Source: an optimization exercise on an open RTL-to-GDS flow (aim: small area, a short achievable clock period and few clock cycles). Production flows keep margins and buffers that such runs may drop. RTL that was checked went through simulation tests only; none was proved equivalent to the original. Only the layout flow was run in runs 1 to 5; the RTL was not checked for function there. No run shown here takes its clock network from TritonCTS; it comes from the design's own scripts or RTL. No driver is modelled on the clock port, so clock power and skew are understated where the tree is cut down; a real chip needs a root buffer or a tree. Power and IR drop assume default switching activity.

==> flow/design.v <==
module linear_layer_with_mem #(
    parameter DATA_WIDTH    = 8,
    parameter W_WIDTH       = 8,
    parameter ACC_WIDTH     = 32,
    parameter ADDR_WIDTH    = 8,
    parameter DATABUS_WIDTH = 32,
    parameter N = 8,
    parameter M = 8
)(
    input  wire clk,
    input  wire rst,
    input  wire start,
    input  wire [ADDR_WIDTH-1:0] activ_base,
    input  wire [ADDR_WIDTH-1:0] weight_base,
    input  wire [ADDR_WIDTH-1:0] bias_base,
    input  wire [ADDR_WIDTH-1:0] output_base,
    output reg mem_w,
    output reg mem_sel,
    output reg done,
    output reg out_valid,
    output wire [ADDR_WIDTH-1:0]    address_bus,
    input  wire [DATABUS_WIDTH-1:0] data_bus_in,
    output wire [DATABUS_WIDTH-1:0] data_bus_out,
    input  wire                     ready
);
    localparam PH_IDLE = 3'b100, PH_ACT = 3'b000, PH_BIAS = 3'b001,
               PH_WGT = 3'b010, PH_OUT = 3'b011, PH_DONE = 3'b111;
    reg [2:0] phase;
    reg [2:0] i, j;        
    reg [2:0] st;          
    wire      busy = |st;  
    reg       rdy_q, rdy_qq, rdy_q3;   
    reg [7:0]  act [0:7];
    reg [6:0]  wq;         
    reg [15:0] bl;         
    reg        pneg;       
    wire       psgn = bl[15];   
    reg [31:0] r;
    reg [7:0]  address;
    assign address_bus  = address;
    assign data_bus_out = r;
    wire xfer = mem_sel & ready;
    wire [7:0] a = act[0];
    wire [9:0] ax = {{2{a[7]}}, a};
    wire [1:0] w = data_bus_in[1:0];
    reg  [9:0] ppx0;
    always @* begin
        case (w)
            2'd0: ppx0 = 10'd0;
            2'd1: ppx0 = ax;
            2'd2: ppx0 = ~{ax[8:0], 1'b0};
            default: ppx0 = ~ax;
        endcase
    end
    wire [2:0] trip = wq[2:0];
    wire s_neg = trip[2] & ~(trip[1] & trip[0]);
    wire s_one = trip[1] ^ trip[0];
    wire s_two = (trip[2] & ~trip[1] & ~trip[0]) | (~trip[2] & trip[1] & trip[0]);
    wire [9:0] ppx = (({10{s_one}} & ax) | ({10{s_two}} & {ax[8:0], 1'b0})) ^ {10{s_neg}};
    reg  [15:0] bsh;
    always @* begin
        bsh = ({16{st[0]}} & {{4{ppx[9]}}, ppx, {2{s_neg}}}) |
              ({16{st[1]}} & {{2{ppx[9]}}, ppx, {4{s_neg}}}) |
              ({16{st[2]}} & {ppx, {6{s_neg}}});
    end
    wire new_w = xfer & (phase == PH_WGT);
    wire [15:0] bl_n   = new_w ? {{6{ppx0[9]}}, ppx0} : busy ? bsh : 16'd0;
    wire        pneg_n = new_w ? w[1] : busy & s_neg;
    wire [15:0] lsum;
    wire        c16;
    llwm_add16 u_add (.a(r[15:0]), .b(bl), .ci(pneg), .s(lsum), .co(c16));
    wire [15:0] hpm;
    llwm_hi u_hi (.h(r[31:16]), .sgn(psgn), .o(hpm));
    wire [31:0] sum = {r[31:16] ^ (hpm & {16{c16 ^ psgn}}), lsum};
    reg [7:0] nbase;
    always @* begin
        case (phase[1:0])
            2'd0: nbase = activ_base;
            2'd1: nbase = bias_base;
            2'd2: nbase = weight_base;
            default: nbase = output_base;
        endcase
    end
    wire [5:0] off  = {i & {3{phase[1] & ~phase[0]}}, j | (i & {3{phase[0]}})};
    wire [5:0] offg = off & {6{rdy_q3}};
    wire [7:0] addr_n = (phase[2] | rdy_qq) ? nbase : address + {2'd0, offg};
    always @(posedge clk or posedge rst) begin
        if (rst) begin
            phase <= PH_IDLE;
            i <= 0; j <= 0; st <= 0;
            rdy_q <= 0; rdy_qq <= 0; rdy_q3 <= 0;
            mem_sel <= 0; mem_w <= 0;
            done <= 0; out_valid <= 0;
        end else begin
            rdy_q <= xfer;
            rdy_qq <= rdy_q;
            rdy_q3 <= rdy_qq;
            out_valid <= mem_w & (xfer | rdy_q);
            mem_w <= (phase == PH_OUT);
            st <= {st[1:0], xfer & (phase == PH_WGT)};
            if (xfer && phase == PH_OUT && i == 3'd7) done <= 1;
            if (phase == PH_IDLE)
                mem_sel <= start;
            else if (phase != PH_DONE && !done)
                mem_sel <= ~xfer;
            else
                mem_sel <= 0;
            case (phase)
                PH_IDLE: if (start) phase <= PH_ACT;
                PH_DONE: ;
                default: if (rdy_q) begin
                    case (phase)
                        PH_ACT: begin
                            j <= j + 3'd1;
                            if (j == 3'd7) phase <= PH_BIAS;
                        end
                        PH_BIAS: phase <= PH_WGT;
                        PH_WGT: begin
                            j <= j + 3'd1;
                            if (j == 3'd7) phase <= PH_OUT;
                        end
                        default: begin
                            i <= i + 3'd1;
                            phase <= (i == 3'd7) ? PH_DONE : PH_BIAS;
                        end
                    endcase
                end
            endcase
        end
    end
    wire rot = st[2];
    wire act_ph = (phase == PH_ACT);
    wire act_last = rdy_q & (j == 3'd7);
    integer n;
    always @(posedge clk) begin
        address <= addr_n;
        wq <= busy ? {2'b00, wq[6:2]} : data_bus_in[7:1];
        bl <= bl_n;
        pneg <= pneg_n;
        if (act_ph && !act_last)
            act[7] <= data_bus_in[7:0];
        else if (rot)
            act[7] <= act[0];
        if ((act_ph && rdy_q && !act_last) || rot)
            for (n = 0; n < 7; n = n + 1) act[n] <= act[n+1];
        r <= (phase == PH_BIAS && !rdy_q) ? data_bus_in : sum;
    end
endmodule
module llwm_add16 (
    input  wire [15:0] a,
    input  wire [15:0] b,
    input  wire        ci,
    output wire [15:0] s,
    output wire        co
);
    wire [15:0] g0 = a & b;
    wire [15:0] p0 = a ^ b;
    reg  [15:0] G, P;
    integer lv, n;
    always @* begin
        G = g0; P = p0;
        for (lv = 0; lv < 4; lv = lv + 1)
            for (n = 0; n < 16; n = n + 1)
                if ((n % (2 << lv)) == (2 << lv) - 1) begin
                    G[n] = G[n] | (P[n] & G[n - (1 << lv)]);
                    P[n] = P[n] & P[n - (1 << lv)];
                end
        for (lv = 2; lv >= 0; lv = lv - 1)
            for (n = 0; n < 16; n = n + 1)
                if ((n % (2 << lv)) == (1 << lv) - 1 && n >= (2 << lv)) begin
                    G[n] = G[n] | (P[n] & G[n - (1 << lv)]);
                    P[n] = P[n] & P[n - (1 << lv)];
                end
    end
    wire [16:0] c = {G | (P & {16{ci}}), ci};
    assign s  = p0 ^ c[15:0];
    assign co = c[16];
endmodule
module llwm_hi (
    input  wire [15:0] h,
    input  wire        sgn,
    output wire [15:0] o
);
    wire [15:0] t = h ^ {16{sgn}};
    wire [15:0] m;
    assign m[0] = 1'b1;
    genvar gi;
    generate for (gi = 1; gi < 16; gi = gi + 1) begin : pre
        assign m[gi] = m[gi-1] & t[gi-1];
    end endgenerate
    assign o = m;
endmodule
==> flow/flow/run.sh <==
#!/bin/bash
# Own layout flow: the standard ORFS flow (standard.sh; the synthesis is
# the standard one, run first on its own), with
#  - the make settings listed in flow/knobs.txt (one per line, @WORK@ stands
#    for the work folder): small port buffers and timing repair aimed past the
#    clock period;
#  - the clock tree built by flow/mycts.tcl instead of TritonCTS: the clock
#    port drives a few root cells, each driving some of the leaf cells, each
#    leaf driving the flip-flops of one region; every flip-flop has the same
#    cells on its clock path (two inverters: the clock keeps its polarity).
#    Only that call in a copy of ORFS's cts.tcl is changed.
# Each tool's full output goes to its ORFS log under orfs/logs/; make's own
# output goes to flow_make_*.log in the work folder.
set -euo pipefail
args=()
while IFS= read -r line; do
  [[ -z "$line" || "$line" == \#* ]] && continue
  args+=("${line//@WORK@/$PWD}")
done < flow/knobs.txt
bash standard.sh "${args[@]}" synth > flow_make_synth.log 2>&1
rm -rf myscripts
cp -r "$FLOW_HOME/scripts" myscripts
python3 - <<'PY'
p = 'myscripts/cts.tcl'
s = open(p).read()
old = 'log_cmd clock_tree_synthesis {*}$cts_args'
assert s.count(old) == 1
s = s.replace(old, 'source $::env(MYCTS_TCL)\nmy_cts_auto')
open(p, 'w').write(s)
PY
bash standard.sh "${args[@]}" "SCRIPTS_DIR=$PWD/myscripts" "MYCTS_TCL=$PWD/flow/mycts.tcl" finish > flow_make_finish.log 2>&1
# every port keeps its own buffer
FINAL_ODB=orfs/results/$FLOW_PLATFORM/linear_layer_with_mem/base/6_final.odb openroad -no_init -exit flow/check_ports.tcl > flow_check_ports.log 2>&1
==> flow/flow/check_ports.tcl <==
# Fail unless every signal port but the clock connects to exactly one cell,
# a buffer (as the standard flow leaves them).
read_db $::env(FINAL_ODB)
set block [ord::get_db_block]
set bad {}
foreach bt [$block getBTerms] {
  set net [$bt getNet]
  if {[$net getSigType] eq "POWER" || [$net getSigType] eq "GROUND"} { continue }
  if {[$bt getName] eq "clk"} { continue }
  set its [$net getITerms]
  set ok [expr {[llength $its] == 1}]
  foreach it $its {
    if {![string match "*buf*" [[[$it getInst] getMaster] getName]]} { set ok 0 }
  }
  if {!$ok} { lappend bad [$bt getName] }
}
if {[llength $bad] > 0} {
  puts "check_ports: ports without their own buffer: $bad"
  exit 1
}
puts "check_ports: every port has its own buffer"
==> flow/flow/knobs.txt <==
BUFFER_PORTS_ARGS=-buffer_cell sky130_fd_sc_hd__buf_1
SETUP_SLACK_MARGIN=8.05
SKIP_BUFFER_REMOVAL=1
MYCTS_NR=4
MYCTS_NL=8
MYCTS_ROOT=sky130_fd_sc_hd__clkinv_8
MYCTS_LEAF=sky130_fd_sc_hd__clkinv_8
==> flow/flow/mycts.tcl <==
# Clock tree built by hand: the clock port drives NR root buffers; each root
# drives its share of NL leaf buffers; each leaf drives the flip-flops of
# one region. Regions come from a size-balanced k-means on the flip-flop
# positions. With NR = 0 the port drives the leaf buffers directly.
proc mycts_kmeans {pts k} {
  set n [llength $pts]
  set cap [expr {int(ceil(double($n) / $k))}]
  set cent {}
  set xs [lsort -real -index 0 $pts]
  for {set c 0} {$c < $k} {incr c} { lappend cent [lindex $xs [expr {int(($c + 0.5) * $n / $k)}]] }
  for {set iter 0} {$iter < 40} {incr iter} {
    # balanced assignment: points in order of their best-distance advantage
    set cand {}
    set idx 0
    foreach p $pts {
      set ds {}
      for {set c 0} {$c < $k} {incr c} {
        set q [lindex $cent $c]
        lappend ds [list $c [expr {abs([lindex $p 0]-[lindex $q 0]) + abs([lindex $p 1]-[lindex $q 1])}]]
      }
      set ds [lsort -real -index 1 $ds]
      set gap [expr {$k > 1 ? [lindex $ds 1 1] - [lindex $ds 0 1] : 0}]
      lappend cand [list $idx $gap $ds]
      incr idx
    }
    set cand [lsort -real -decreasing -index 1 $cand]
    set cnt [lrepeat $k 0]
    set asg [lrepeat $n 0]
    foreach cd $cand {
      foreach d [lindex $cd 2] {
        set c [lindex $d 0]
        if {[lindex $cnt $c] < $cap} {
          lset asg [lindex $cd 0] $c
          lset cnt $c [expr {[lindex $cnt $c] + 1}]
          break
        }
      }
    }
    set newc {}
    for {set c 0} {$c < $k} {incr c} {
      set xl {}; set yl {}
      foreach p $pts a $asg { if {$a == $c} { lappend xl [lindex $p 0]; lappend yl [lindex $p 1] } }
      if {[llength $xl] > 0} {
        set xl [lsort -real $xl]; set yl [lsort -real $yl]
        set m [expr {[llength $xl] / 2}]
        lappend newc [list [lindex $xl $m] [lindex $yl $m]]
      } else { lappend newc [lindex $cent $c] }
    }
    set cent $newc
  }
  return [list $asg $cent]
}

proc mycts_inst_center {inst} {
  set b [$inst getBBox]
  return [list [expr {([$b xMin]+[$b xMax])/2.0}] [expr {([$b yMin]+[$b yMax])/2.0}]]
}

proc mycts_add_buf {block master name innet x y} {
  set inst [odb::dbInst_create $block $master $name]
  set net [odb::dbNet_create $block "${name}_net"]
  $net setSigType CLOCK
  [$inst findITerm A] connect $innet
  set out [$inst findITerm X]
  if {$out eq "NULL"} { set out [$inst findITerm Y] }
  $out connect $net
  # place with the cell centred on (x, y)
  set w [[$inst getMaster] getWidth]
  set h [[$inst getMaster] getHeight]
  $inst setLocation [expr {int($x - $w/2)}] [expr {int($y - $h/2)}]
  $inst setPlacementStatus PLACED
  return [list $inst $net]
}

proc my_cts {nr nl root_master leaf_master {clkname clk}} {
  set db [ord::get_db]
  set block [ord::get_db_block]
  set rm [$db findMaster $root_master]
  set lm [$db findMaster $leaf_master]
  set clknet [$block findNet $clkname]
  set sinks {}
  set pts {}
  foreach it [$clknet getITerms] {
    set inst [$it getInst]
    if {[[$inst getMaster] isSequential]} {
      lappend sinks $it
      lappend pts [mycts_inst_center $inst]
    }
  }
  lassign [mycts_kmeans $pts $nl] asg cent
  # roots
  set rootnets {}
  set rasg {}
  if {$nr > 0} {
    lassign [mycts_kmeans $cent $nr] rasg rcent
    for {set r 0} {$r < $nr} {incr r} {
      set q [lindex $rcent $r]
      lassign [mycts_add_buf $block $rm "mycts_root_$r" $clknet [lindex $q 0] [lindex $q 1]] inst net
      lappend rootnets $net
    }
  }
  for {set c 0} {$c < $nl} {incr c} {
    set q [lindex $cent $c]
    set innet $clknet
    if {$nr > 0} { set innet [lindex $rootnets [lindex $rasg $c]] }
    lassign [mycts_add_buf $block $lm "mycts_leaf_$c" $innet [lindex $q 0] [lindex $q 1]] inst net
    set cnt 0
    foreach it $sinks a $asg { if {$a == $c} { $it disconnect; $it connect $net; incr cnt } }
    puts "mycts: leaf $c at $q drives $cnt flip-flops"
  }
}

# Called from the patched cts.tcl in place of clock_tree_synthesis.
proc my_cts_auto {} {
  my_cts $::env(MYCTS_NR) $::env(MYCTS_NL) $::env(MYCTS_ROOT) $::env(MYCTS_LEAF)
}
==> flow/standard.sh <==
#!/bin/bash
# synth_recipe.tcl (not shown) runs the flow's synth.tcl, then flattens the netlist and writes it again
# the make line also repeats each setting of config.mk as NAME=value (left out here)
make -C /OpenROAD-flow-scripts/flow DESIGN_CONFIG=/design/flow/config.mk WORK_HOME=/design/flow/orfs CLKGATE_MAP_FILE= SYNTH_SCRIPT=/design/flow/synth_recipe.tcl "${@:-finish}"
==> flow/config.mk <==
export PLATFORM = sky130hd
export DESIGN_NAME = linear_layer_with_mem
export DESIGN_NICKNAME = linear_layer_with_mem
export VERILOG_FILES = /design/flow/design.v
export SDC_FILE = /design/flow/constraint.sdc
export NUM_CORES = 8
export LEC_CHECK = 0
export ABC_AREA = 1
export CAP_MARGIN = 20
export CORE_MARGIN = 2
export CORE_UTILIZATION = 65
export SLEW_MARGIN = 20
==> flow/constraint.sdc <==
create_clock -name core_clock -period 11.0 [get_ports {clk}]
set_input_delay 2.2000 -clock core_clock [delete_from_list [all_inputs] [get_ports {clk}]]
set_output_delay 2.2000 -clock core_clock [all_outputs]
set_load 0.01 [all_outputs]
==> flow_metrics.env, run 1 <==
export IMPL_groute_usage_overall_pct=26.98
export IMPL_dp_cells=1053
export IMPL_yosys_top_cells_count="nand2_1, inv_1, edfxtp_1"
export IMPL_slew_viol_final=0
export IMPL_min_period_ps=2927
export IMPL_hold_violations=0
export IMPL_r2r_worst_path_cells=5
export IMPL_postRouteWirelength_um=15950
export IMPL_syn_num_nets=915
export IMPL_core_area_mm2=0.01079
export IMPL_critPathBufInv=1
export IMPL_hold_buffers=0
export IMPL_numPortBuffers=111
export IMPL_reg2reg_from="phase[0]"
export IMPL_crit_family="flip-flops"
export IMPL_die_w_um=108.9
export IMPL_yosys_warnings=3
export IMPL_final_nets=1032
export IMPL_setup_tns_ps=0
export IMPL_crit_arrival_ps=730
export IMPL_ys_seq_area_share_pct=51.22
export IMPL_worstReg2RegEnd="act[1][5]"
export IMPL_num_vias=5957
export IMPL_initial_core_util_pct=66.21
export IMPL_outcome="complete, no violations"
export IMPL_ys_flop_type="edfxtp_1"
export IMPL_grt_setup_unrepaired="no"
export IMPL_globalRouteOverflowTotal=0
export IMPL_utilization_pct=74.43
export IMPL_yosys_area_top_type_share_pct=26.90
export IMPL_antenna_left=0
export IMPL_rows=38
export IMPL_tightestPinTransition_ps=868.1
export IMPL_crit_slowest_cell="dfxtp_1"
export IMPL_syn_avg_cell_area_um2=8.735
export IMPL_antenna_found_initial=0
export IMPL_finalSetupViolCount=0
export IMPL_clkTransAtPathRegs_ps=80
export IMPL_fillers=816
export IMPL_place_congestion=0.9139
export IMPL_crit_path_end_kind="output pin"
export IMPL_rrSetupSlack_ps=8390
export IMPL_timing_slew_headroom_pct=41.92
export IMPL_crit_required_ps=8800
export IMPL_powerDensity_mw_per_mm2=106.9
export IMPL_synth_top_area_cell="edfxtp_1"
export IMPL_period_share_pct=26.61
export IMPL_maxCapViolations=0
export IMPL_fin_ws_ps=8073
export IMPL_dr_pass1_iters=6
export IMPL_clkLatencyLatePin_ps=150
export IMPL_hold_end="rdy_q3"
export IMPL_startpoint="r[1]"
export IMPL_ys_types=53
export IMPL_synth_enable_flop_cells=64
export IMPL_fmaxAchievable_mhz=341.7
export IMPL_irDropWorstVdd_mv=0.1136
export IMPL_syn_to_final_growth_pct=12.41
export IMPL_worstHoldStart="rdy_qq"
export IMPL_yosysMostFrequentCell="nand2_1"
export IMPL_layout_drive_gt1_share_pct=10.08
export IMPL_synthCells=818
export IMPL_die_height_um=108.9
export IMPL_drtIter0Drc=537
export IMPL_antenna_cells=0
export IMPL_place_ws_ps=7486
export IMPL_ios=112
export IMPL_layoutNonFillerInstCount=1073
export IMPL_hold_class="reg -> reg"
export IMPL_grt_pass1_vias=5499
export IMPL_vias_per_cell=5.552
export IMPL_whs_path_depth=0
export IMPL_crit_path_cell_trace="buf_1"
export IMPL_syn_cell_area_mm2=0.007146
export IMPL_final_setup_skew_ps=21.39
export IMPL_drc=0
export IMPL_start_kind="register"
export IMPL_wire_per_inst_um=14.87
export IMPL_power_leakage_nw=3.488
export IMPL_dp_hpwl_um=11370
export IMPL_grt_max_degree=57
export IMPL_grt_pass1_wl_um=25500
export IMPL_critPathMaxFanout=2
export IMPL_postSynth_asyncResetShare_pct=13.01
export IMPL_path_class="reg -> out"
export IMPL_max_stage_delay_ps=390
export IMPL_total_power_mw=0.8589
export IMPL_netlist_top_cells_area="edfxtp_1, dfxtp_1, nand2_1"
export IMPL_synth_seq_cells=146
export IMPL_dieArea_mm2=0.01185
==> timing repair <==
action	CTS	global route
setup buffers	8	0
gates cloned	0	0
endpoints found under the setup margin	20	12
pin swaps	10	0
resized for setup	37	12
==> cell type report <==
type                    instances  area [um2]  area share [%]
multi-input cells             563        3102           38.61
well taps                     140       175.2           2.181
repair buffers                122       540.5           6.729
flip-flops and latches        146        3669           45.67
inverters                     102       546.8           6.807
==> per-stage QoR <==
| stage | hold WS [ps] | instance area [um2] |
|---|---|---|
| finish | 384.7 | 8033 |
| global placement | 360.5 | 7661 |
| global route | 404.0 | 8033 |
| floorplan | 354.6 | 7157 |
| CTS | 362.8 | 8015 |
| detailed placement | 361.6 | 7661 |
==> cell usage in the layout (no fill, tap or decap), drive strengths merged, types with 5 or more instances in the layout <==
cell	netlist	final
nand3	55	55
dfrtp	18	18
buf	11	117
clkbuf	8	5
xor2	15	15
inv	87	87
a21oi	21	21
o21ai	57	57
ha	27	27
o22ai	22	22
nand2	266	266
nand4	7	7
clkinv	3	15
nor2	50	50
xnor2	8	8
edfxtp	64	64
o21bai	5	5
dfxtp	63	63
==> cell families (layout without fill, tap and decap cells) <==
group / count (synthesis) / after routing / synth area share (%)
xor+xnor: 23 / 23 / 2.819
flops: 146 / 146 / 51.22
simple gates: 387 / 387 / 23.87
mux: 3 / 3 / 0.4727
compound gates: 121 / 121 / 10.05
fa+ha+maj: 29 / 29 / 5.288
buf+inv: 109 / 224 / 6.286
==> sequential cells by signal (all words and copies together), names as in the netlist <==
| register | count |
|---|---|
| pneg | 1 |
| j | 3 |
| address | 8 |
| out_valid | 1 |
| act | 64 |
| bl | 15 |
| phase | 3 |
| mem_sel | 1 |
| done | 1 |
| rdy_qq | 1 |
| st | 3 |
| rdy_q3 | 1 |
| mem_w | 1 |
| i | 3 |
| r | 32 |
| rdy_q | 1 |
| wq | 7 |
==> worst max path at each step <==
stage / end / slack (ps) / cells past startpoint
2_1_floorplan: bl[10] / 8060 / 7
3_3_place_gp: pneg / 7550 / 8
3_5_place_dp: pneg / 7490 / 8
4_1_cts: bl[13] / 8000 / 8
5_1_grt: data_bus_out[21] / 8050 / 1
6_report: data_bus_out[1] / 8070 / 1
==> where the power goes <==
part	leakage [nW]	switching, mW	internal [mW]
Combinational	2.29	0.0252	0.0163
Clock	0.0827	0.202	0.0492
Sequential	1.11	0.00188	0.564
==> per-layer routing <==
metal / GRT usage [%] / wire, um
met1: 37.12 / 6804
met2: 45.36 / 7573
met3: 2.510 / 1066
met4: 8.791 / 509
met5: 0 / 0
==> run 2, diff against run 1 <==
==> flow/flow/knobs.txt (replaced) <==
BUFFER_PORTS_ARGS=-buffer_cell sky130_fd_sc_hd__buf_1
SETUP_SLACK_MARGIN=7.98
SKIP_BUFFER_REMOVAL=1
MYCTS_NR=4
MYCTS_NL=8
MYCTS_ROOT=sky130_fd_sc_hd__clkinv_8
MYCTS_LEAF=sky130_fd_sc_hd__clkinv_8
==> flow_metrics.env, run 2 <==
export IMPL_synthSimpleGateAreaFrac_pct=23.87
export IMPL_hold_class="reg -> reg"
export IMPL_setup_tns_ps=0
export IMPL_grt_use_met3_pct=2.510
export IMPL_syn_to_final_growth_pct=11.28
export IMPL_synth_top_area_cell="edfxtp_1"
export IMPL_use_met2_pct=45.09
export IMPL_syn_num_nets=915
export IMPL_rows=38
export IMPL_synth_adder_area_share_pct=5.288
export IMPL_powerDensity_mw_per_mm2=107.8
export IMPL_dieArea_mm2=0.01185
export IMPL_synth_area_mux_share_pct=0.4728
export IMPL_worstReg2RegEnd="r[23]"
export IMPL_antenna_found_initial=0
export IMPL_met1_usage_pct=36.85
export IMPL_power_leakage_nw=3.442
export IMPL_startpoint="r[28]"
export IMPL_yosys_top_cells_count="nand2_1, inv_1, edfxtp_1"
export IMPL_core_area_mm2=0.01079
export IMPL_num_vias=5936
export IMPL_ys_types=53
export IMPL_syn_avg_cell_area_um2=8.735
export IMPL_postRouteWirelength_um=15860
export IMPL_utilization_pct=73.67
export IMPL_largest_register_ffs=64
export IMPL_wire_per_inst_um=14.83
export IMPL_min_period_ps=2947
export IMPL_globalRouteOverflowTotal=0
export IMPL_synth_xor_area_share_pct=2.819
export IMPL_timing_slew_headroom_pct=40.75
export IMPL_p_switching_mw=0.2280
export IMPL_ys_seq_area_share_pct=51.22
export IMPL_dp_hpwl_um=11370
export IMPL_pwr_share_comb_pct=4.7
export IMPL_syn_cell_area_mm2=0.007146
export IMPL_period_share_pct=26.79
export IMPL_r2r_worst_path_cells=13
export IMPL_grt_max_degree=57
export IMPL_vias_per_cell=5.553
export IMPL_outcome="complete, no violations"
export IMPL_yosys_warnings=3
export IMPL_crit_path_end_kind="output pin"
export IMPL_final_common_cell="nand2_1"
export IMPL_reg_top3="act (64), r (32), bl (15)"
export IMPL_top_register="act"
export IMPL_crit_path_cell_trace="buf_1"
export IMPL_crit_slowest_cell="dfxtp_1"
export IMPL_path_class="reg -> out"
export IMPL_fmaxAchievable_mhz=339.3
export IMPL_crit_arrival_ps=750
export IMPL_tightestPinTransition_ps=885.5
export IMPL_maxCapViolations=0
export IMPL_reg2reg_from="bl[14]"
export IMPL_p_sw_share_pct=26.60
export IMPL_die_height_um=108.9
export IMPL_start_kind="register"
export IMPL_crit_required_ps=8800
export IMPL_groute_usage_overall_pct=26.87
export IMPL_place_congestion=0.9139
export IMPL_total_power_mw=0.8571
export IMPL_synth_compound_area_share_pct=10.05
export IMPL_critPathMaxFanout=5
export IMPL_irDropWorstVdd_mv=0.1128
export IMPL_path_depth=1
export IMPL_netlist_top_cells_area="edfxtp_1, dfxtp_1, nand2_1"
export IMPL_whs_ps=386.3
export IMPL_finalSetupViolCount=0
export IMPL_clkTransAtPathRegs_ps=90
export IMPL_critPathBufInv=1
export IMPL_dr_pass1_iters=5
export IMPL_synth_top_family_by_area="simple AND/OR/NAND/NOR gates"
export IMPL_p_seq_share_pct=66.1
export IMPL_crit_family="flip-flops"
export IMPL_top_usage_layer="met2"
export IMPL_yosysMostFrequentCell="nand2_1"
export IMPL_layout_drive_gt1_share_pct=8.288
export IMPL_antenna_cells=0
export IMPL_pwr_share_clk_pct=29.2
export IMPL_ys_flop_type="edfxtp_1"
export IMPL_die_w_um=108.9
export IMPL_synthCells=818
export IMPL_drc=0
export IMPL_final_nets=1028
export IMPL_antenna_left=0
export IMPL_max_stage_delay_ps=410
export IMPL_postSynth_asyncResetShare_pct=13.01
export IMPL_grt_pass1_wl_um=25410
export IMPL_numPortBuffers=111
export IMPL_internal_power_mw=0.6291
export IMPL_ios=112
export IMPL_dp_cells=1053
export IMPL_hold_buffers=0
export IMPL_cp_endpoint="data_bus_out[28]"
export IMPL_layoutNonFillerInstCount=1069
export IMPL_slew_viol_final=0
export IMPL_final_setup_skew_ps=23.60
export IMPL_synth_seq_cells=146
export IMPL_rrSetupSlack_ps=8280
export IMPL_grt_setup_unrepaired="no"
export IMPL_yosys_area_top_type_share_pct=26.90
export IMPL_synth_enable_flop_cells=64
export IMPL_most_common_layout_cells="nand2_1, buf_1, inv_1, edfxtp_1, dfxtp_1"
export IMPL_clkLatencyLatePin_ps=150
export IMPL_drtIter0Drc=536
export IMPL_initial_core_util_pct=66.21
export IMPL_grt_pass1_vias=5499
export IMPL_hold_violations=0
[run 2: cell types whose count changed in the layout (fill, tap and decap cells not counted), sizes merged]
cell	before	now
buf	117	118
clkbuf	5	0
[run 2: routing by layer]
layer / up-vias / part of all wire (%)
met3: 37 / 6.7
met4: 0 / 3.3
li1: 2926 / -
met5: - / 0
met2: 227 / 47
met1: 2746 / 43
[run 2: how the worst min path moves through the flow]
| stage | depth (start not counted) | to | startpoint | slack (ps) |
|---|---|---|---|---|
| global route | 0 | rdy_q3 | rdy_qq | 400 |
| detailed placement | 0 | rdy_q3 | rdy_qq | 360 |
| finish | 0 | rdy_q3 | rdy_qq | 390 |
| CTS | 0 | rdy_q3 | rdy_qq | 360 |
| floorplan | 0 | rdy_q3 | rdy_qq | 350 |
| global placement | 0 | rdy_q3 | rdy_qq | 360 |
[run 2: through the flow]
step	cell area [um2]	worst slack, ps
2_1_floorplan	7157	8058
3_3_place_gp	7661	7550
3_5_place_dp	7661	7486
4_1_cts	7948	7969
5_1_grt	7951	8000
6_report	7951	8053
[run 2: cell type report]
| type | count | area (um2) |
|---|---|---|
| fillers | 833 | 2841 |
| flip-flops and latches | 146 | 3661 |
| well taps | 140 | 175.2 |
| inverters | 102 | 541.8 |
| multi-input cells | 563 | 3089 |
| repair buffers | 118 | 484.2 |
[run 2: kinds of logic (layout without fill, tap and decap cells)]
kind of cell,count (synthesis),in the layout
AO/OA/AOI/OAI,121,121
XOR/XNOR,23,23
adder cells (fa/ha/maj),29,29
buffers and inverters,109,220
flip-flops,146,146
multiplexers,3,3
AND/OR/NAND/NOR,387,387
[run 2: power by group through the flow]
stage                     logic [mW]  clock network, mW  registers [mW]
after floorplan               0.0207                  0           0.579
after global placement        0.0371                  0           0.579
after detailed placement      0.0379                  0           0.579
after CTS                     0.0400              0.187           0.579
after global routing          0.0449              0.274           0.567
final                         0.0403              0.250           0.566
[run 2: repair_timing]
action / CTS / global route
setup buffers: 4 / 0
pin swaps: 5 / 0
setup endpoints to repair: 20 / 1
resized for setup: 26 / 1
==> run 3, diff against run 2 <==
==> flow/flow/knobs.txt (replaced) <==
BUFFER_PORTS_ARGS=-buffer_cell sky130_fd_sc_hd__buf_1
SETUP_SLACK_MARGIN=8.05
SKIP_BUFFER_REMOVAL=1
MYCTS_NR=4
MYCTS_NL=6
MYCTS_ROOT=sky130_fd_sc_hd__clkinv_8
MYCTS_LEAF=sky130_fd_sc_hd__clkinv_8
==> flow_metrics.env, run 3 <==
export IMPL_grt_setup_unrepaired="yes"
export IMPL_irDropWorstVdd_mv=0.1112
export IMPL_ys_types=53
export IMPL_start_kind="register"
export IMPL_most_common_layout_cells="nand2_1, buf_1, inv_1, edfxtp_1, dfxtp_1"
export IMPL_p_switching_mw=0.2025
export IMPL_syn_num_nets=915
export IMPL_crit_arrival_ps=730
export IMPL_die_height_um=108.9
export IMPL_crit_path_cell_trace="buf_1"
export IMPL_internal_power_mw=0.6240
export IMPL_numPortBuffers=111
export IMPL_place_ws_ps=7486
export IMPL_pwr_share_comb_pct=5.1
export IMPL_final_nets=1032
export IMPL_clkTransAtPathRegs_ps=100
export IMPL_fmaxAchievable_mhz=341.6
export IMPL_ys_flop_type="edfxtp_1"
export IMPL_grt_max_degree=57
export IMPL_crit_family="flip-flops"
export IMPL_die_w_um=108.9
export IMPL_setup_tns_ps=0
export IMPL_syn_cell_area_mm2=0.007146
export IMPL_grt_pass1_wl_um=25130
export IMPL_synthCells=818
export IMPL_dieArea_mm2=0.01185
export IMPL_pwr_share_clk_pct=26.3
export IMPL_final_setup_skew_ps=38.03
export IMPL_yosys_top_cells_count="nand2_1, inv_1, edfxtp_1"
export IMPL_initial_core_util_pct=66.21
export IMPL_rows=38
export IMPL_path_class="reg -> out"
export IMPL_core_area_mm2=0.01079
export IMPL_syn_to_final_growth_pct=12.27
export IMPL_hold_violations=0
export IMPL_tightestPinTransition_ps=861.7
export IMPL_reg_top3="act (64), r (32), bl (15)"
export IMPL_netlist_top_cells_area="edfxtp_1, dfxtp_1, nand2_1"
export IMPL_maxCapViolations=0
export IMPL_min_period_ps=2928
export IMPL_p_seq_share_pct=68.6
export IMPL_top_register="act"
export IMPL_drc=0
export IMPL_power_leakage_nw=3.478
export IMPL_ios=112
export IMPL_timing_slew_headroom_pct=42.34
export IMPL_groute_usage_overall_pct=26.29
export IMPL_largest_register_ffs=64
export IMPL_fin_ws_ps=8072
export IMPL_period_share_pct=26.62
export IMPL_syn_avg_cell_area_um2=8.735
export IMPL_final_common_cell="nand2_1"
export IMPL_num_vias=5968
export IMPL_synth_seq_cells=146
export IMPL_antenna_found_initial=0
export IMPL_rrSetupSlack_ps=8400
export IMPL_critPathMaxFanout=5
export IMPL_synth_area_mux_share_pct=0.4728
export IMPL_dp_hpwl_um=11370
export IMPL_synth_top_family_by_area="simple AND/OR/NAND/NOR gates"
export IMPL_crit_path_end_kind="output pin"
export IMPL_yosysMostFrequentCell="nand2_1"
export IMPL_hold_class="reg -> reg"
export IMPL_p_sw_share_pct=24.50
export IMPL_critPathBufInv=1
export IMPL_crit_required_ps=8800
export IMPL_postRouteWirelength_um=15670
export IMPL_max_stage_delay_ps=400
export IMPL_layout_drive_gt1_share_pct=10.29
export IMPL_synth_adder_area_share_pct=5.288
export IMPL_synth_xor_area_share_pct=2.819
export IMPL_layoutNonFillerInstCount=1073
export IMPL_wire_per_inst_um=14.60
export IMPL_synth_compound_area_share_pct=10.05
export IMPL_outcome="complete, no violations"
export IMPL_clkLatencyLatePin_ps=160
export IMPL_place_congestion=0.9139
export IMPL_slew_viol_final=0
export IMPL_synth_enable_flop_cells=64
export IMPL_globalRouteOverflowTotal=0
export IMPL_synthSimpleGateAreaFrac_pct=23.87
export IMPL_dr_pass1_iters=8
export IMPL_vias_per_cell=5.562
export IMPL_ys_seq_area_share_pct=51.22
export IMPL_grt_pass1_vias=5455
export IMPL_antenna_left=0
export IMPL_powerDensity_mw_per_mm2=103.0
export IMPL_antenna_cells=0
export IMPL_finalSetupViolCount=0
export IMPL_crit_slowest_cell="dfxtp_2"
export IMPL_dp_cells=1053
export IMPL_yosys_area_top_type_share_pct=26.90
export IMPL_synth_top_area_cell="edfxtp_1"
export IMPL_drtIter0Drc=530
export IMPL_yosys_warnings=3
export IMPL_postSynth_asyncResetShare_pct=13.01
## run 3: cell count changes in the layout (fill, tap and decap cells not counted), moves of 2 or more
| cell | change |
|---|---|
| buf_4 | +3 |
| buf_6 | +2 |
| dfxtp_1 | -9 |
| dfxtp_2 | +9 |
| clkbuf_2 | +3 |
| clkinv_8 | -2 |
| buf_1 | -3 |
| o21ai_2 | +2 |
## run 3: cell type report
| type | instances | area, um2 |
|---|---|---|
| sequential | 146 | 3672 |
| tap | 140 | 175.2 |
| multi-input combinational | 563 | 3108 |
| inverter | 100 | 514.2 |
| timing repair buffer | 124 | 553.0 |
| fill | 810 | 2770 |
## run 3: kinds of logic after synthesis
family | count (synthesis)
XOR/XNOR | 23
buffers and inverters | 109
flip-flops | 146
adder cells (fa/ha/maj) | 29
AO/OA/AOI/OAI | 121
AND/OR/NAND/NOR | 387
multiplexers | 3
## run 3: path summary, 6_finish.rpt
check,from,to,cells past startpoint
setup reg to reg,phase[0],act[0][7],5
max in group asynchronous,rst,i[0],2
setup / recovery,r[17],data_bus_out[17],1
hold / removal,rdy_qq,rdy_q3,0
hold reg to reg,rdy_qq,rdy_q3,0
min in group asynchronous,rst,st[1],2
## run 3: power by group through the flow
stage | sequential [mW] | clock [mW] | combinational [mW]
finish | 0.567 | 0.218 | 0.0422
floorplan | 0.579 | 0 | 0.0207
global placement | 0.579 | 0 | 0.0371
CTS | 0.579 | 0.165 | 0.0418
detailed placement | 0.579 | 0 | 0.0379
global route | 0.567 | 0.240 | 0.0469
## run 3: what timing repair did
| action | CTS | global route |
|---|---|---|
| setup endpoints to repair | 20 | 13 |
| resized for setup | 38 | 13 |
| pin swaps | 10 | 0 |
| setup buffers | 10 | 0 |
| hold buffers | 0 | 0 |
## run 3: per-layer routing
layer,routed length [um],part of all wire (%),GRT usage (%)
met5,0,0,0
met4,303,1.9,5.495
met3,958,6.1,1.973
met2,7711,49,46.16
met1,6693,43,36.08
## run 3: per-stage QoR
stage / total power, mW / area (um2) / util, % / hold WS, ps
after floorplan: 0.5998 / 7157 / - / 354.6
after global placement: 0.6156 / 7661 / 70.98 / 360.5
after detailed placement: 0.6166 / 7661 / 70.98 / 361.6
after CTS: 0.7851 / 8004 / 74.16 / 362.8
after global routing: 0.8543 / 8023 / 74.33 / 402.4
final: 0.8265 / 8023 / 74.33 / 389.1
==> run 4, diff against run 3 <==
==> flow/flow/knobs.txt (replaced) <==
BUFFER_PORTS_ARGS=-buffer_cell sky130_fd_sc_hd__buf_1
SETUP_SLACK_MARGIN=8.1
SKIP_BUFFER_REMOVAL=1
MYCTS_NR=4
MYCTS_NL=8
MYCTS_ROOT=sky130_fd_sc_hd__clkinv_8
MYCTS_LEAF=sky130_fd_sc_hd__clkinv_8
==> flow_metrics.env, run 4 <==
export IMPL_ys_flop_type="edfxtp_1"
export IMPL_syn_cell_area_mm2=0.007146
export IMPL_hold_class="reg -> reg"
export IMPL_largest_register_ffs=64
export IMPL_critPathMaxFanout=5
export IMPL_clkLatencyLatePin_ps=150
export IMPL_p_switching_mw=0.2194
export IMPL_crit_family="flip-flops"
export IMPL_p_sw_share_pct=25.83
export IMPL_fmaxAchievable_mhz=344.7
export IMPL_tightestPinTransition_ps=862.0
export IMPL_dp_cells=1053
export IMPL_hold_buffers=0
export IMPL_synth_enable_flop_cells=64
export IMPL_outcome="complete, no violations"
export IMPL_top_usage_layer="met2"
export IMPL_ios=112
export IMPL_synthCells=818
export IMPL_place_congestion=0.9904
export IMPL_pwr_share_clk_pct=28.4
export IMPL_fin_ws_ps=8099
export IMPL_final_setup_skew_ps=24.48
export IMPL_globalRouteOverflowTotal=0
export IMPL_met1_usage_pct=34.61
export IMPL_ys_types=53
export IMPL_drtIter0Drc=477
export IMPL_antenna_cells=0
export IMPL_crit_arrival_ps=700
export IMPL_yosys_warnings=3
export IMPL_rows=38
export IMPL_timing_slew_headroom_pct=42.32
export IMPL_syn_avg_cell_area_um2=8.735
export IMPL_final_nets=1034
export IMPL_layoutNonFillerInstCount=1075
export IMPL_yosysMostFrequentCell="nand2_1"
export IMPL_power_leakage_nw=3.547
export IMPL_period_share_pct=26.37
export IMPL_hold_violations=0
export IMPL_dieArea_mm2=0.01185
export IMPL_postRouteWirelength_um=16490
export IMPL_slew_viol_final=0
export IMPL_crit_slowest_cell="dfxtp_2"
export IMPL_antenna_left=0
export IMPL_place_ws_ps=7719
export IMPL_dr_pass1_iters=5
export IMPL_die_w_um=108.9
export IMPL_reg2reg_from="bl[14]"
export IMPL_crit_path_cell_trace="buf_1"
export IMPL_syn_num_nets=915
export IMPL_most_common_layout_cells="nand2_1, buf_1, inv_1, edfxtp_1, nand3_1"
export IMPL_grt_setup_unrepaired="yes"
export IMPL_grt_use_met3_pct=2.690
export IMPL_grt_pass1_vias=5715
export IMPL_yosys_area_top_type_share_pct=26.90
export IMPL_total_power_mw=0.8495
export IMPL_utilization_pct=75.35
export IMPL_final_common_cell="nand2_1"
export IMPL_start_kind="register"
export IMPL_critPathBufInv=1
export IMPL_whs_ps=380.0
export IMPL_place_area_mm2=0.007671
export IMPL_internal_power_mw=0.6300
export IMPL_p_seq_share_pct=66.6
export IMPL_wire_per_inst_um=15.33
export IMPL_dp_hpwl_um=12060
export IMPL_pwr_share_comb_pct=5.0
export IMPL_layout_drive_gt1_share_pct=13.90
export IMPL_core_area_mm2=0.01079
export IMPL_irDropWorstVdd_mv=0.1116
export IMPL_ys_seq_area_share_pct=51.22
export IMPL_finalSetupViolCount=0
export IMPL_grt_max_degree=57
export IMPL_maxCapViolations=0
export IMPL_min_period_ps=2901
export IMPL_initial_core_util_pct=66.21
export IMPL_grt_pass1_wl_um=26020
export IMPL_powerDensity_mw_per_mm2=104.4
export IMPL_drc=0
export IMPL_crit_required_ps=8800
export IMPL_path_class="reg -> out"
export IMPL_clkTransAtPathRegs_ps=80
export IMPL_groute_usage_overall_pct=27.57
export IMPL_fillers=791
export IMPL_use_met2_pct=49.87
export IMPL_die_height_um=108.9
export IMPL_netlist_top_cells_area="edfxtp_1, dfxtp_1, nand2_1"
export IMPL_yosys_top_cells_count="nand2_1, inv_1, edfxtp_1"
export IMPL_num_vias=5995
export IMPL_top_register="act"
export IMPL_synth_seq_cells=146
export IMPL_crit_path_end_kind="output pin"
export IMPL_max_stage_delay_ps=390
export IMPL_reg_top3="act (64), r (32), bl (15)"
export IMPL_vias_per_cell=5.577
export IMPL_postLayoutCellArea_mm2=0.008133
export IMPL_startpoint="r[17]"
export IMPL_postSynth_asyncResetShare_pct=13.01
export IMPL_antenna_found_initial=0
export IMPL_synth_top_area_cell="edfxtp_1"
export IMPL_syn_to_final_growth_pct=13.82
export IMPL_worstHoldStart="rdy_qq"
export IMPL_setup_tns_ps=0
export IMPL_numPortBuffers=111
==> run 4: power by group through the flow <==
| stage | Sequential [mW] | Clock, mW | Combinational [mW] |
|---|---|---|---|
| 2_1_floorplan | 0.579 | 0 | 0.0208 |
| 3_5_place_dp | 0.579 | 0 | 0.0373 |
| 6_report | 0.566 | 0.241 | 0.0422 |
| 4_1_cts | 0.579 | 0.187 | 0.0404 |
| 5_1_grt | 0.567 | 0.264 | 0.0471 |
| 3_3_place_gp | 0.579 | 0 | 0.0364 |
==> run 4: what timing repair did <==
item                                    4_1_cts  5_1_grt
gates resized for setup                      34       53
pin swaps                                    12        2
setup buffers                                 9        1
endpoints found under the setup margin       21       44
==> run 4: logic make-up (layout without fill, tap and decap cells) <==
| family | Yosys count | count (layout) | share of synthesized area [%] |
|---|---|---|---|
| simple gates | 387 | 387 | 23.87 |
| compound gates | 121 | 121 | 10.05 |
| flops | 146 | 146 | 51.22 |
| buf+inv | 109 | 226 | 6.286 |
| xor+xnor | 23 | 23 | 2.819 |
| mux | 3 | 3 | 0.4727 |
| fa+ha+maj | 29 | 29 | 5.288 |
==> run 4: worst paths after layout <==
kind	endpoint	depth (start not counted)	slack (ps)
worst max register to register	r[21]	11	8340
max in group asynchronous	i[1]	2	8360
worst max-delay path	data_bus_out[17]	1	8100
min in group asynchronous	rdy_q3	2	2170
worst min register to register	rdy_q3	0	380
worst min-delay path	rdy_q3	0	380
==> run 4: metal layers <==
metal  up-vias  wire [um]  part of all wire (%)
met4         0        515                   3.1
met5         -          0                     0
li1       2938          -                     -
met1      2783       6605                    40
met3        47        906                   5.5
met2       227       8457                    51
==> run 4: layout make-up <==
cell class	instances	area [um2]	share of cell area, %
Multi-Input combinational cell	563	3146	38.68
Sequential cell	146	3685	45.31
Timing Repair Buffer	124	573.1	7.046
Tap cell	140	175.2	2.154
Inverter	102	554.3	6.815
==> run 5, diff against run 4 <==
==> flow/flow/knobs.txt (replaced) <==
BUFFER_PORTS_ARGS=-buffer_cell sky130_fd_sc_hd__buf_1
SETUP_SLACK_MARGIN=8.05
SKIP_BUFFER_REMOVAL=1
MYCTS_NR=4
MYCTS_NL=8
MYCTS_ROOT=sky130_fd_sc_hd__clkinv_8
MYCTS_LEAF=sky130_fd_sc_hd__clkinv_8
POST_GLOBAL_PLACE_TCL=@WORK@/flow/post_gpl.tcl
OUTBUF_CELL=sky130_fd_sc_hd__buf_2
==> flow/flow/post_gpl.tcl (new file) <==
# Resize the output ports' buffers (inserted by buffer_ports) to OUTBUF_CELL.
set block [ord::get_db_block]
set n 0
foreach bt [$block getBTerms] {
  if {[$bt getIoType] ne "OUTPUT"} { continue }
  foreach it [[$bt getNet] getITerms] {
    set inst [$it getInst]
    if {[string match "*buf*" [[$inst getMaster] getName]]} {
      replace_cell [get_cells [$inst getName]] $::env(OUTBUF_CELL)
      incr n
    }
  }
}
puts "post_gpl: $n output buffers are now $::env(OUTBUF_CELL)"
==> flow_metrics.env, run 5 <==
export IMPL_globalRouteOverflowTotal=0
export IMPL_wire_per_inst_um=15.35
export IMPL_critPathMaxFanout=5
export IMPL_clkLatencyLatePin_ps=150
export IMPL_synth_top_area_cell="edfxtp_1"
export IMPL_groute_usage_overall_pct=27.81
export IMPL_num_vias=5972
export IMPL_powerDensity_mw_per_mm2=105.7
export IMPL_final_nets=1032
export IMPL_rows=38
export IMPL_synthCells=818
export IMPL_antenna_found_initial=0
export IMPL_die_w_um=108.9
export IMPL_drtIter0Drc=443
export IMPL_largest_register_ffs=64
export IMPL_layoutNonFillerInstCount=1073
export IMPL_crit_path_cell_trace="buf_2"
export IMPL_core_area_mm2=0.01079
export IMPL_ys_seq_area_share_pct=51.22
export IMPL_total_power_mw=0.8576
export IMPL_antenna_cells=0
export IMPL_final_setup_skew_ps=22.69
export IMPL_dieArea_mm2=0.01185
export IMPL_initial_core_util_pct=66.21
export IMPL_synth_seq_cells=146
export IMPL_die_height_um=108.9
export IMPL_crit_slowest_cell="dfxtp_1"
export IMPL_whs_ps=381.5
export IMPL_crit_family="flip-flops"
export IMPL_numPortBuffers=111
export IMPL_place_ws_ps=7502
export IMPL_start_kind="register"
export IMPL_worstReg2RegEnd="act[0][0]"
export IMPL_maxCapViolations=0
export IMPL_ys_flop_type="edfxtp_1"
export IMPL_synth_enable_flop_cells=64
export IMPL_drc=0
export IMPL_netlist_top_cells_area="edfxtp_1, dfxtp_1, nand2_1"
export IMPL_ios=112
export IMPL_setup_tns_ps=0
export IMPL_syn_avg_cell_area_um2=8.735
export IMPL_yosys_area_top_type_share_pct=26.90
export IMPL_antenna_left=0
export IMPL_postSynth_asyncResetShare_pct=13.01
export IMPL_clkTransAtPathRegs_ps=80
export IMPL_period_share_pct=26.48
export IMPL_critPathBufInv=1
export IMPL_crit_required_ps=8800
export IMPL_reg_top3="act (64), r (32), bl (15)"
export IMPL_hold_violations=0
export IMPL_irDropWorstVdd_mv=0.1237
export IMPL_yosys_top_cells_count="nand2_1, inv_1, edfxtp_1"
export IMPL_path_class="reg -> out"
export IMPL_timing_slew_headroom_pct=40.82
export IMPL_max_stage_delay_ps=400
export IMPL_hold_end="rdy_q3"
export IMPL_rrSetupSlack_ps=8290
export IMPL_finalSetupViolCount=0
export IMPL_fmaxAchievable_mhz=343.3
export IMPL_top_register="act"
export IMPL_ys_types=53
export IMPL_min_period_ps=2913
export IMPL_worstHoldStart="rdy_qq"
export IMPL_dr_pass1_iters=5
export IMPL_crit_path_end_kind="output pin"
export IMPL_reg2reg_from="phase[0]"
export IMPL_layout_drive_gt1_share_pct=14.58
export IMPL_syn_num_nets=915
export IMPL_syn_to_final_growth_pct=13.54
export IMPL_grt_max_degree=57
export IMPL_crit_arrival_ps=710
export IMPL_tightestPinTransition_ps=884.4
export IMPL_yosysMostFrequentCell="nand2_1"
export IMPL_most_common_layout_cells="nand2_1, inv_1, buf_1, edfxtp_1, dfxtp_1"
export IMPL_yosys_warnings=3
export IMPL_fillers=784
export IMPL_r2r_worst_path_cells=5
export IMPL_power_leakage_nw=3.534
export IMPL_vias_per_cell=5.566
export IMPL_hold_buffers=0
export IMPL_grt_setup_unrepaired="no"
export IMPL_final_common_cell="nand2_1"
export IMPL_grt_pass1_wl_um=26140
export IMPL_dp_hpwl_um=11580
export IMPL_outcome="complete, no violations"
export IMPL_hold_class="reg -> reg"
export IMPL_fin_ws_ps=8087
export IMPL_grt_pass1_vias=5659
export IMPL_postRouteWirelength_um=16470
export IMPL_syn_cell_area_mm2=0.007146
export IMPL_whs_path_depth=0
export IMPL_slew_viol_final=0
export IMPL_dp_cells=1053
-- run 5: per-layer routing --
layer  vias to the layer above  share of wire (%)  global-route usage (%)
met5                         -                  0                       0
li1                       2933                  -                       -
met3                        49                6.2                   2.570
met2                       226                 49                   48.48
met4                         0                3.8                   9.707
met1                      2764                 41                   36.47
-- run 5: repair_timing --
item / CTS / global route
resized for setup: 46 / 6
endpoints found under the hold margin: 0 / 0
pin swaps: 9 / 0
buffers inserted: 8 / 0
endpoints found under the setup margin: 20 / 6
-- run 5: report_power, final --
part	switching (mW)	internal, mW
clock network	0.200	0.0491
registers	0.00189	0.564
logic	0.0254	0.0166
-- run 5: cell families (layout without fill, tap and decap cells) --
| logic type | Yosys count | after routing | share of synthesized area, % |
|---|---|---|---|
| AND/OR/NAND/NOR | 387 | 387 | 23.87 |
| flip-flops | 146 | 146 | 51.22 |
| AO/OA/AOI/OAI | 121 | 121 | 10.05 |
| buffers and inverters | 109 | 224 | 6.286 |
| adder cells (fa/ha/maj) | 29 | 29 | 5.288 |
| XOR/XNOR | 23 | 23 | 2.819 |
| multiplexers | 3 | 3 | 0.4727 |
-- run 5: worst max-delay path by stage --
stage / depth (start not counted) / end / slack (ps) / startpoint
2_1_floorplan: 7 / bl[10] / 8060 / ready
3_3_place_gp: 8 / pneg / 7550 / ready
3_5_place_dp: 8 / pneg / 7500 / ready
4_1_cts: 8 / bl[10] / 8000 / data_bus_in[0]
5_1_grt: 7 / phase[1] / 8040 / start
6_report: 1 / data_bus_out[29] / 8090 / r[29]
-- run 5: final cells by class --
type / count / area (um2) / area share (%)
tap: 140 / 175.2 / 2.159
inverter: 102 / 551.8 / 6.801
multi-input combinational: 563 / 3134 / 38.63
sequential: 146 / 3666 / 45.19
timing repair buffer: 122 / 585.6 / 7.218
-- run 5: stage by stage --
step	cell area (um2)	util (%)
5_1_grt	8113	75.17
6_report	8113	75.17
4_1_cts	8098	75.03
3_5_place_dp	7716	71.49
3_3_place_gp	7661	70.98
2_1_floorplan	7157	-
==> run 6, diff against run 5 <==
--- a/flow/design.v
+++ b/flow/design.v
@@ -28,9 +28,9 @@
     reg [2:0] phase;
     reg [2:0] i, j;        
-    reg [2:0] st;          
-    wire      busy = |st;  
+    reg [3:0] st;          
+    wire      busy = |st;
     reg       rdy_q, rdy_qq, rdy_q3;   
     reg [7:0]  act [0:7];
-    reg [6:0]  wq;         
+    reg [8:0]  wq;         
     reg [15:0] bl;         
     reg        pneg;       
@@ -41,30 +41,20 @@
     assign data_bus_out = r;
     wire xfer = mem_sel & ready;
+    wire [2:0] trip = wq[2:0];
     wire [7:0] a = act[0];
-    wire [9:0] ax = {{2{a[7]}}, a};
-    wire [1:0] w = data_bus_in[1:0];
-    reg  [9:0] ppx0;
-    always @* begin
-        case (w)
-            2'd0: ppx0 = 10'd0;
-            2'd1: ppx0 = ax;
-            2'd2: ppx0 = ~{ax[8:0], 1'b0};
-            default: ppx0 = ~ax;
-        endcase
-    end
-    wire [2:0] trip = wq[2:0];
     wire s_neg = trip[2] & ~(trip[1] & trip[0]);
     wire s_one = trip[1] ^ trip[0];
     wire s_two = (trip[2] & ~trip[1] & ~trip[0]) | (~trip[2] & trip[1] & trip[0]);
-    wire [9:0] ppx = (({10{s_one}} & ax) | ({10{s_two}} & {ax[8:0], 1'b0})) ^ {10{s_neg}};
+    wire [9:0] ppx = (({10{s_one}} & {{2{a[7]}}, a}) |
+                      ({10{s_two}} & {a[7], a, 1'b0})) ^ {10{s_neg}};
     reg  [15:0] bsh;
     always @* begin
-        bsh = ({16{st[0]}} & {{4{ppx[9]}}, ppx, {2{s_neg}}}) |
-              ({16{st[1]}} & {{2{ppx[9]}}, ppx, {4{s_neg}}}) |
-              ({16{st[2]}} & {ppx, {6{s_neg}}});
+        bsh = ({16{st[0]}} & {{6{ppx[9]}}, ppx}) |
+              ({16{st[1]}} & {{4{ppx[9]}}, ppx, {2{s_neg}}}) |
+              ({16{st[2]}} & {{2{ppx[9]}}, ppx, {4{s_neg}}}) |
+              ({16{st[3]}} & {ppx, {6{s_neg}}});
     end
-    wire new_w = xfer & (phase == PH_WGT);
-    wire [15:0] bl_n   = new_w ? {{6{ppx0[9]}}, ppx0} : busy ? bsh : 16'd0;
-    wire        pneg_n = new_w ? w[1] : busy & s_neg;
+    wire [15:0] bl_n   = busy ? bsh : 16'd0;
+    wire        pneg_n = busy & s_neg;
     wire [15:0] lsum;
     wire        c16;
@@ -85,4 +75,5 @@
     wire [5:0] offg = off & {6{rdy_q3}};
     wire [7:0] addr_n = (phase[2] | rdy_qq) ? nbase : address + {2'd0, offg};
+    wire last_w = (phase == PH_WGT) & (j == 3'd7);
     always @(posedge clk or posedge rst) begin
         if (rst) begin
@@ -98,10 +89,10 @@
             out_valid <= mem_w & (xfer | rdy_q);
             mem_w <= (phase == PH_OUT);
-            st <= {st[1:0], xfer & (phase == PH_WGT)};
+            st <= {st[2:0], xfer & (phase == PH_WGT)};
             if (xfer && phase == PH_OUT && i == 3'd7) done <= 1;
             if (phase == PH_IDLE)
                 mem_sel <= start;
             else if (phase != PH_DONE && !done)
-                mem_sel <= ~xfer;
+                mem_sel <= ~xfer & ~(rdy_q & last_w) & ~(rdy_qq & (phase == PH_OUT));
             else
                 mem_sel <= 0;
@@ -129,5 +120,5 @@
         end
     end
-    wire rot = st[2];
+    wire rot = st[3];
     wire act_ph = (phase == PH_ACT);
     wire act_last = rdy_q & (j == 3'd7);
@@ -135,5 +126,5 @@
     always @(posedge clk) begin
         address <= addr_n;
-        wq <= busy ? {2'b00, wq[6:2]} : data_bus_in[7:1];
+        wq <= busy ? {2'b00, wq[8:2]} : {data_bus_in[7:0], 1'b0};
         bl <= bl_n;
         pneg <= pneg_n;
==> flow/flow/knobs.txt (replaced) <==
BUFFER_PORTS_ARGS=-buffer_cell sky130_fd_sc_hd__buf_1
SETUP_SLACK_MARGIN=8.12
SKIP_BUFFER_REMOVAL=1
MYCTS_NR=4
MYCTS_NL=8
MYCTS_ROOT=sky130_fd_sc_hd__clkinv_8
MYCTS_LEAF=sky130_fd_sc_hd__clkinv_8
removed: flow/flow/post_gpl.tcl
==> flow_metrics.env, run 6 <==
export IMPL_setup_tns_ps=0
export IMPL_synth_enable_flop_cells=64
export IMPL_reg_top3="act (64), r (32), bl (15)"
export IMPL_drc=0
export IMPL_syn_cell_area_mm2=0.007017
export IMPL_yosys_top_cells_count="nand2_1, inv_1, dfxtp_1"
export IMPL_antenna_left=0
export IMPL_yosysMostFrequentCell="nand2_1"
export IMPL_synthCells=788
export IMPL_place_congestion=0.8477
export IMPL_die_w_um=107.9
export IMPL_crit_path_end_kind="register"
export IMPL_place_ws_ps=8000
export IMPL_path_class="in -> reg"
export IMPL_hold_violations=0
export IMPL_start_kind="primary input"
export IMPL_dr_pass1_iters=6
export IMPL_clkLatencyLatePin_ps=140
export IMPL_powerDensity_mw_per_mm2=108.5
export IMPL_synth_compound_area_share_pct=10.00
export IMPL_syn_num_nets=885
export IMPL_layout_drive_gt1_share_pct=11.90
export IMPL_grt_setup_unrepaired="yes"
export IMPL_die_height_um=107.9
export IMPL_grt_max_degree=57
export IMPL_clkTransAtPathRegs_ps=70
export IMPL_fmaxAchievable_mhz=346.8
export IMPL_power_leakage_nw=3.319
export IMPL_dp_hpwl_um=10700
export IMPL_num_vias=5699
export IMPL_globalRouteOverflowTotal=0
export IMPL_finalSetupViolCount=0
export IMPL_syn_avg_cell_area_um2=8.904
export IMPL_final_common_cell="nand2_1"
export IMPL_postSynth_asyncResetShare_pct=13.42
export IMPL_ys_flop_type="dfxtp_1"
export IMPL_wire_per_inst_um=14.57
export IMPL_rows=37
export IMPL_dp_cells=1019
export IMPL_largest_register_ffs=64
export IMPL_irDropWorstVdd_mv=0.1221
export IMPL_dieArea_mm2=0.01164
export IMPL_vias_per_cell=5.506
export IMPL_antenna_cells=0
export IMPL_initial_core_util_pct=67.36
export IMPL_crit_arrival_ps=2890
export IMPL_crit_required_ps=11010
export IMPL_tightestPinTransition_ps=999.9
export IMPL_top_register="act"
export IMPL_grt_pass1_wl_um=23770
export IMPL_yosys_area_top_type_share_pct=27.39
export IMPL_groute_usage_overall_pct=25.02
export IMPL_outcome="complete, no violations"
export IMPL_most_common_layout_cells="nand2_1, inv_1, buf_1, edfxtp_1, nand3_1"
export IMPL_synthSimpleGateAreaFrac_pct=21.93
export IMPL_fin_ws_ps=8116
export IMPL_synth_adder_area_share_pct=5.385
export IMPL_numPortBuffers=111
export IMPL_synth_area_mux_share_pct=0.3210
export IMPL_synth_xor_area_share_pct=2.247
export IMPL_ios=112
export IMPL_ys_seq_area_share_pct=53.08
export IMPL_core_area_mm2=0.01042
export IMPL_layoutNonFillerInstCount=1035
export IMPL_synth_top_family_by_area="simple AND/OR/NAND/NOR gates"
export IMPL_final_nets=998
export IMPL_syn_to_final_growth_pct=11.57
export IMPL_hold_class="reg -> reg"
export IMPL_maxCapViolations=0
export IMPL_ys_types=50
export IMPL_antenna_found_initial=0
export IMPL_postRouteWirelength_um=15080
export IMPL_synth_top_area_cell="edfxtp_1"
export IMPL_final_setup_skew_ps=18.85
export IMPL_drtIter0Drc=453
export IMPL_critPathMaxFanout=3
export IMPL_synth_seq_cells=149
export IMPL_netlist_top_cells_area="edfxtp_1, dfxtp_1, nand2_1"
export IMPL_total_power_mw=0.8493
export IMPL_min_period_ps=2884
export IMPL_yosys_warnings=3
export IMPL_whs_ps=399.4
export IMPL_grt_pass1_vias=5259
export IMPL_timing_slew_headroom_pct=33.10
export IMPL_period_share_pct=26.21
export IMPL_slew_viol_final=0
-- run 6: per-stage QoR --
step / instance area [um2] / util, %
after floorplan: 7028 / -
after global placement: 7501 / 72.01
after detailed placement: 7501 / 72.01
after CTS: 7704 / 73.96
after global routing: 7829 / 75.16
final: 7829 / 75.16
-- run 6: layout make-up --
cell class / instances / area [um2]
flip-flops and latches: 149 / 3765
well taps: 136 / 170.2
inverters: 111 / 566.8
fillers: 754 / 2587
repair buffers: 115 / 490.5
multi-input cells: 524 / 2836
-- run 6: critical path, stage by stage --
cell and delay (ps):
buf_1 70, nand2_1 70, o21ai_1 90, nand2_1 70, a21oi_2 150, buf_4 160, o22ai_1 80
-- run 6: power breakdown --
part           internal [mW]  total [mW]  switching, mW
logic                 0.0120      0.0304         0.0184
clock network         0.0493       0.243          0.194
registers              0.574       0.576        0.00181
total                  0.635       0.849          0.214
-- run 6: logic make-up (layout without fill, tap and decap cells) --
family          Yosys count  after routing
fa+ha+maj                29             29
simple gates            360            361
buf+inv                 116            226
mux                       2              2
xor+xnor                 18             18
flops                   149            149
compound gates          114            114
-- run 6: worst paths after layout --
kind | startpoint | endpoint | slack [ps] | cells after the start
setup / recovery | start | phase[1] | 8120 | 7
hold / removal | act[2][1] | act[1][1] | 400 | 0
setup reg to reg | phase[1] | address[7] | 8240 | 13
hold reg to reg | act[2][1] | act[1][1] | 400 | 0
max in group asynchronous | rst | phase[1] | 8350 | 2
min in group asynchronous | rst | st[1] | 2160 | 2
-- run 6: repair_timing --
item,4_1_cts,5_1_grt
pin swaps,0,1
endpoints found under the setup margin,4,116
gates cloned,0,1
resized for setup,1,66
setup buffers,1,2
hold buffers,0,0
-- run 6: metal layers --
metal	GRT usage (%)	vias up	part of all wire [%]
met1	34.84	2607	43
li1	-	2829	-
met3	2.542	24	6.9
met4	5.495	0	1.8
met2	42.86	239	48
met5	0	-	0
Testbench counts of run 6, summed over its fixed seeds: cycles 85,824.
==> run 7, diff against run 6 <==
==> flow/flow/knobs.txt (replaced) <==
BUFFER_PORTS_ARGS=-buffer_cell sky130_fd_sc_hd__buf_1
SETUP_SLACK_MARGIN=8.05
SKIP_BUFFER_REMOVAL=1
MYCTS_NR=4
MYCTS_NL=8
MYCTS_ROOT=sky130_fd_sc_hd__clkinv_8
MYCTS_LEAF=sky130_fd_sc_hd__clkinv_8
==> flow_metrics.env, run 7 <==
export IMPL_outcome="complete, no violations"
export IMPL_layoutNonFillerInstCount=1033
export IMPL_synth_enable_flop_cells=64
export IMPL_antenna_cells=0
export IMPL_core_area_mm2=0.01042
export IMPL_grt_pass1_wl_um=23770
export IMPL_globalRouteOverflowTotal=0
export IMPL_most_common_layout_cells="nand2_1, buf_1, inv_1, edfxtp_1, nand3_1"
export IMPL_rows=37
export IMPL_synth_top_family_by_area="simple AND/OR/NAND/NOR gates"
export IMPL_syn_to_final_growth_pct=10.34
export IMPL_dp_hpwl_um=10700
export IMPL_utilization_pct=74.33
export IMPL_drtIter0Drc=481
export IMPL_hold_class="reg -> reg"
export IMPL_final_setup_skew_ps=19.01
export IMPL_place_congestion=0.8477
export IMPL_ys_seq_area_share_pct=53.08
export IMPL_start_kind="register"
export IMPL_ios=112
export IMPL_critPathMaxFanout=4
export IMPL_dr_pass1_iters=5
export IMPL_hold_buffers=0
export IMPL_vias_per_cell=5.464
export IMPL_tightestPinTransition_ps=1008
export IMPL_dieArea_mm2=0.01164
export IMPL_groute_usage_overall_pct=25.02
export IMPL_ys_flop_type="dfxtp_1"
export IMPL_synthSimpleGateAreaFrac_pct=21.93
export IMPL_timing_slew_headroom_pct=32.52
export IMPL_setup_tns_ps=0
export IMPL_synth_compound_area_share_pct=10.00
export IMPL_crit_slowest_cell="dfxtp_1"
export IMPL_yosys_area_top_type_share_pct=27.39
export IMPL_synth_adder_area_share_pct=5.385
export IMPL_die_w_um=107.9
export IMPL_grt_setup_unrepaired="yes"
export IMPL_antenna_left=0
export IMPL_syn_avg_cell_area_um2=8.904
export IMPL_grt_pass1_vias=5261
export IMPL_irDropWorstVdd_mv=0.1218
export IMPL_yosys_warnings=3
export IMPL_largest_register_ffs=64
export IMPL_die_height_um=107.9
export IMPL_grt_max_degree=57
export IMPL_crit_required_ps=8800
export IMPL_fmaxAchievable_mhz=341.7
export IMPL_final_nets=996
export IMPL_reg_top3="act (64), r (32), bl (15)"
export IMPL_antenna_found_initial=0
export IMPL_path_class="reg -> out"
export IMPL_postRouteWirelength_um=15040
export IMPL_place_ws_ps=8000
export IMPL_crit_path_end_kind="output pin"
export IMPL_synth_top_area_cell="edfxtp_1"
export IMPL_finalSetupViolCount=0
export IMPL_min_period_ps=2927
export IMPL_powerDensity_mw_per_mm2=110.0
export IMPL_clkTransAtPathRegs_ps=70
export IMPL_period_share_pct=26.61
export IMPL_ys_types=50
export IMPL_crit_path_cell_trace="buf_1"
export IMPL_syn_num_nets=885
export IMPL_hold_violations=0
export IMPL_layout_drive_gt1_share_pct=6.912
export IMPL_power_leakage_nw=3.231
export IMPL_crit_arrival_ps=730
export IMPL_num_vias=5644
export IMPL_wire_per_inst_um=14.56
export IMPL_max_stage_delay_ps=410
export IMPL_synth_seq_cells=149
export IMPL_synthCells=788
export IMPL_yosys_top_cells_count="nand2_1, inv_1, dfxtp_1"
export IMPL_yosysMostFrequentCell="nand2_1"
export IMPL_initial_core_util_pct=67.36
export IMPL_drc=0
export IMPL_top_register="act"
export IMPL_clkLatencyLatePin_ps=140
export IMPL_fin_ws_ps=8073
export IMPL_syn_cell_area_mm2=0.007017
export IMPL_numPortBuffers=111
export IMPL_slew_viol_final=0
export IMPL_netlist_top_cells_area="edfxtp_1, dfxtp_1, nand2_1"
export IMPL_maxCapViolations=0
export IMPL_whs_ps=401.4
export IMPL_synth_xor_area_share_pct=2.247
export IMPL_final_common_cell="nand2_1"
export IMPL_synth_area_mux_share_pct=0.3210
export IMPL_postSynth_asyncResetShare_pct=13.42
export IMPL_crit_family="flip-flops"
export IMPL_critPathBufInv=1
export IMPL_dp_cells=1019
## run 7: where the power goes
| part | internal [mW] | switching [mW] | leakage, nW |
|---|---|---|---|
| clock network | 0.0493 | 0.195 | 0.0827 |
| logic | 0.0117 | 0.0185 | 2.01 |
| registers | 0.575 | 0.00184 | 1.14 |
| total | 0.636 | 0.215 | 3.23 |
## run 7: final timing paths
path / start / to / slack, ps / cells past startpoint
max in group asynchronous: rst / phase[0] / 8350 / 2
hold reg to reg: act[2][1] / act[1][1] / 400 / 0
setup / recovery: r[24] / data_bus_out[24] / 8070 / 1
hold / removal: act[2][1] / act[1][1] / 400 / 0
min in group asynchronous: rst / i[1] / 2160 / 2
setup reg to reg: phase[1] / address[7] / 8260 / 13
## run 7: logic make-up after synthesis
| family | count (synthesis) |
|---|---|
| adders and majority gates | 29 |
| buffers and inverters | 116 |
| and+or+nand+nor | 360 |
| xor gates and xnor gates | 18 |
| muxes | 2 |
| DFF | 149 |
| AOI/OAI and AO/OA | 114 |
## run 7: per-layer routing
metal | global-route usage, % | share of wire, % | up-vias
met4 | 5.495 | 1.8 | 0
met2 | 42.86 | 48 | 200
met3 | 2.542 | 5.8 | 27
met5 | 0 | 0 | -
met1 | 34.84 | 45 | 2591
li1 | - | - | 2826
## run 7: metrics by stage
stage | area, um2 | power [mW]
2_1_floorplan | 7028 | 0.6047
3_3_place_gp | 7501 | 0.6184
3_5_place_dp | 7501 | 0.6195
4_1_cts | 7704 | 0.8080
5_1_grt | 7742 | 0.8789
6_report | 7742 | 0.8513
## run 7: cell type report
class | count | area, um2
fillers | 776 | 2674
flip-flops and latches | 149 | 3736
repair buffers | 113 | 432.9
multi-input cells | 524 | 2836
well taps | 136 | 170.2
inverters | 111 | 566.8
## run 7: timing repair
action,CTS,global route
pin swaps,0,1
gates resized for setup,1,14
gates cloned,0,1
setup buffers,1,0
endpoints found under the setup margin,3,70

## afterwards: timing with drivers on the ports
The flow's constraints put no driver on any port. The routed layouts listed below were extracted and timed again, unchanged, in two steps.
Step 1: set_driving_cell puts a clkbuf_16 on clk and a buf_2 on each other input, an assumption about the parent block.
Step 2 also shifts input and output timing later by t, the mid clock arrival at the registers, as if the neighbouring blocks saw the same clock.
a / b / c = ideal / step 1 / step 2; a / b = the first two.
run	t, ns	setup WS [ns]
run 1	0.286	8.073 / 7.927 / 7.946
run 2	0.286	8.053 / 7.907 / 7.941
run 3	0.277	8.072 / 7.933 / 7.952
run 4	0.288	8.099 / 7.947 / 7.963
run 5	0.283	8.087 / 7.943 / 7.926
run 6	0.277	8.116 / 7.999 / 7.960
run 7	0.277	8.073 / 7.929 / 7.957
After both steps setup and hold are still met in every run listed.
